Context: an optimization exercise on an open-source flow, tuned for small area. The choices shown serve that exercise and are no tape-out recipe.
Only simulation tests tie the RTL to the original design; equivalence was not proved.

## run Y
==> flow/design.v <==
module chip_to_symbol
(
input  logic        i_clk,
input  logic        i_rst_n,
input  logic        i_stream,
input  logic        i_stream_valid,
output logic [3:0]  o_symbol,
output logic        o_symbol_valid
);
localparam logic [31:0] C0 = 32'b11011001110000110101001000101110;
logic [4:0] r_pos;
wire last  = &r_pos;
wire first = ~|r_pos;
always_ff @(posedge i_clk, negedge i_rst_n)
    if (!i_rst_n)
        r_pos <= '0;
    else if (i_stream_valid || last)
        r_pos <= r_pos + 5'd1;
logic [7:0] bm, mb, r1, r2, r3;
always_comb
    for (int i = 0; i < 8; i++)
        bm[i] = C0[4*i + r_pos[1:0]];
assign mb = ~(bm ^ {8{i_stream}});
assign r1 = r_pos[2] ? {mb[0],   mb[7:1]} : mb;
assign r2 = r_pos[3] ? {r1[1:0], r1[7:2]} : r1;
assign r3 = r_pos[4] ? {r2[3:0], r2[7:4]} : r2;
logic [7:0] m;
assign m = {r3[7], r3[3], r3[5], r3[1], r3[6], r3[2], r3[4], r3[0]};
wire clr = first;
wire odd = r_pos[0];
wire par = r_pos[1];    
logic [3:0] r_h  [8];
logic [3:0] r_dd [8];
logic [3:0] h    [8];
logic [3:0] dd   [8];
logic [3:0] th   [8];
logic [3:0] tdd  [8];
logic [7:0] inc, zero;
logic       any;
always_comb begin
    for (int j = 0; j < 8; j++) begin
        logic g, t, l;
        h[j]  = r_h[j]  & {4{~clr}};
        dd[j] = r_dd[j] & {4{~clr}};
        l = h[j][3];
        t = (h[j] == 4'd0) & ~par;
        g = ~l & ~t;
        inc[j]  = i_stream_valid & (odd ? m[j] : (t | (m[j] ? g : l)));
        zero[j] = dd[j] == 4'd0;
    end
    any = |(zero & inc);
end
always_comb
    for (int j = 0; j < 8; j++) begin
        logic eh, edd, c;
        eh = i_stream_valid & ~odd & (m[j] ~^ par);
        c  = eh;
        for (int k = 0; k < 4; k++) begin
            th[j][k] = c;
            c = c & (h[j][k] ~^ par);
        end
        th[j][3] = th[j][3] & (h[j][3] | ~par);
        edd = (any ^ inc[j]) & ~(any & (&dd[j]));
        c   = edd;
        for (int k = 0; k < 4; k++) begin
            tdd[j][k] = c;
            c = c & (dd[j][k] ~^ any);
        end
    end
always_ff @(posedge i_clk)
    for (int j = 0; j < 8; j++) begin
        r_h[j]  <= h[j]  ^ th[j];
        r_dd[j] <= dd[j] ^ tdd[j];
    end
logic [2:0] win;
always_comb begin
    win = 3'd7;
    for (int j = 6; j >= 0; j--)
        if (r_dd[j] == 4'd0)
            win = j[2:0];
    o_symbol = {win, r_h[win][3]};
end
assign o_symbol_valid = last;
endmodule
==> flow/config.mk <==
export PLATFORM = sky130hd
export DESIGN_NAME = chip_to_symbol
export DESIGN_NICKNAME = chip_to_symbol
export VERILOG_FILES = /design/flow/design.v
export SDC_FILE = /design/flow/constraint.sdc
export NUM_CORES = 4
export LEC_CHECK = 0
export ABC_AREA = 1
export CAP_MARGIN = 20
export CORE_MARGIN = 2
export CORE_UTILIZATION = 60
export SLEW_MARGIN = 20
==> flow/constraint.sdc <==
create_clock -name core_clock -period 10.0 [get_ports {i_clk}]
set_input_delay 2.0000 -clock core_clock [delete_from_list [all_inputs] [get_ports {i_clk}]]
set_output_delay 2.0000 -clock core_clock [all_outputs]
set_load 0.01 [all_outputs]
standard.sh (not shown) runs the stock make flow with config.mk's settings and CLKGATE_MAP_FILE= SYNTH_SCRIPT=/design/flow/synth_recipe.tcl, a recipe that flattens the netlist after the stock synthesis.
==> flow/flow/run.sh <==
#!/bin/bash
# Layout flow: the standard synthesis, then its combinational logic
# re-mapped for area by ABC (registers untouched, proven equal), then the standard flow's
# standard layout from floorplan to finish. Each tool writes its own log here.
set -euo pipefail
W=$PWD
R=$W/orfs/results/$FLOW_PLATFORM/chip_to_symbol/base
LIB=$FLOW_HOME/platforms/$FLOW_PLATFORM/lib/sky130_fd_sc_hd__tt_025C_1v80.lib

# 1. standard synthesis, netlist only
bash standard.sh $R/1_2_yosys.v > synth_standard.log 2>&1
cp $R/1_2_yosys.v $W/std_1_2_yosys.v

# 2. re-map combinational logic (dont-use list as the standard synthesis used it)
DU=$(grep -o -- "-dont_use [^ ]*" $W/orfs/logs/$FLOW_PLATFORM/chip_to_symbol/base/1_2_yosys.log | sort -u | tr '\n' ' ')
export REABC_LIB=$LIB REABC_DONTUSE="$DU" REABC_TOP=$FLOW_TOP \
       REABC_IN=$W/std_1_2_yosys.v REABC_OUT=$W/reabc_1_2_yosys.v \
       REABC_SCRIPT=$W/flow/area.abc
yosys -c $W/flow/reabc.tcl > reabc.log 2>&1

# 3. prove it equal to the standard netlist; keep the standard one otherwise
if EQ_A=$W/std_1_2_yosys.v EQ_B=$W/reabc_1_2_yosys.v yosys -c $W/flow/equiv.tcl > equiv.log 2>&1; then
  cp $W/reabc_1_2_yosys.v $R/1_2_yosys.v
  echo "re-mapped netlist used" > netlist_choice.log
else
  echo "equivalence failed: standard netlist kept" > netlist_choice.log
fi

# 4. standard layout from the (newer) netlist on; clock tree options from
#    cts_args.txt when present
if [[ -f $W/flow/cts_args.txt ]]; then
  export CTS_ARGS="$(cat $W/flow/cts_args.txt)"
fi
# port buffer cell from buffer_ports_args.txt when present
if [[ -f $W/flow/buffer_ports_args.txt ]]; then
  export BUFFER_PORTS_ARGS="$(cat $W/flow/buffer_ports_args.txt)"
fi
bash standard.sh > layout.log 2>&1
==> flow/flow/buffer_ports_args.txt <==
-buffer_cell sky130_fd_sc_hd__buf_1
==> flow/flow/cts_args.txt <==
-sink_clustering_enable -repair_clock_nets -dont_use_dummy_load -buf_list sky130_fd_sc_hd__clkbuf_4
Other scripts of this flow, unchanged in this note and not shown: flow/flow/area.abc, flow/flow/equiv.tcl, flow/flow/reabc.tcl
Run Y went all the way through the flow, and no timing, DRC or antenna check failed.
Setup changes, run Y to run K
Settings: swapping 60 for 40 in CORE_UTILIZATION.
-- flow/flow/run.sh --
<<< run Y, line 32
  export CTS_ARGS="$(cat $W/flow/cts_args.txt)"
fi
# port buffer cell from buffer_ports_args.txt when present
if [[ -f $W/flow/buffer_ports_args.txt ]]; then
  export BUFFER_PORTS_ARGS="$(cat $W/flow/buffer_ports_args.txt)"
fi
bash standard.sh > layout.log 2>&1
>>> run K, line 32
  export CTS_ARGS="$(cat $W/flow/cts_args.txt)"
fi
bash standard.sh > layout.log 2>&1
==> flow/flow/cts_args.txt <==
-sink_clustering_enable -repair_clock_nets -dont_use_dummy_load -buf_list sky130_fd_sc_hd__clkbuf_8
removed: flow/flow/buffer_ports_args.txt
Between run K and run Y, it is run K whose core occupancy in the finished layout is lower, by 21 points. In the flow results for run Y and run K, the die outline width is larger on run K. Comparing run Y against run K, there is no change at all in flip-flop and latch count. Sum of net half-perimeters after detailed placement is lower on run Y.

afterwards: timing with drivers on the ports:
In the flow no input, the clock included, has a driving cell. The finished layouts below were timed again as built, in two steps.
Step 1: set_driving_cell puts a clkbuf_16 on i_clk and a buf_2 on each other input, an assumption about the parent block.
Step 2 times the ports against the registers' clock, not the clock port: input delays grow and output delays shrink by t, the midpoint of the rising clock arrivals with the driver on.
a / b / c = no drivers / after step 1 / after step 2; a / b = the first two.
run | shift t [ns] | setup WS [ns] | cell pins on the clock port's net
run Y | 0.429 | 3.610 / 3.619 / 3.190 | 1
run K | 0.380 | 3.219 / 3.228 / 2.848 | 1
After both steps every run listed still meets setup and hold. For run Y, which loses most, drivers alone change the setup slack by +0.009 ns; drivers and shift together by -0.420 ns.
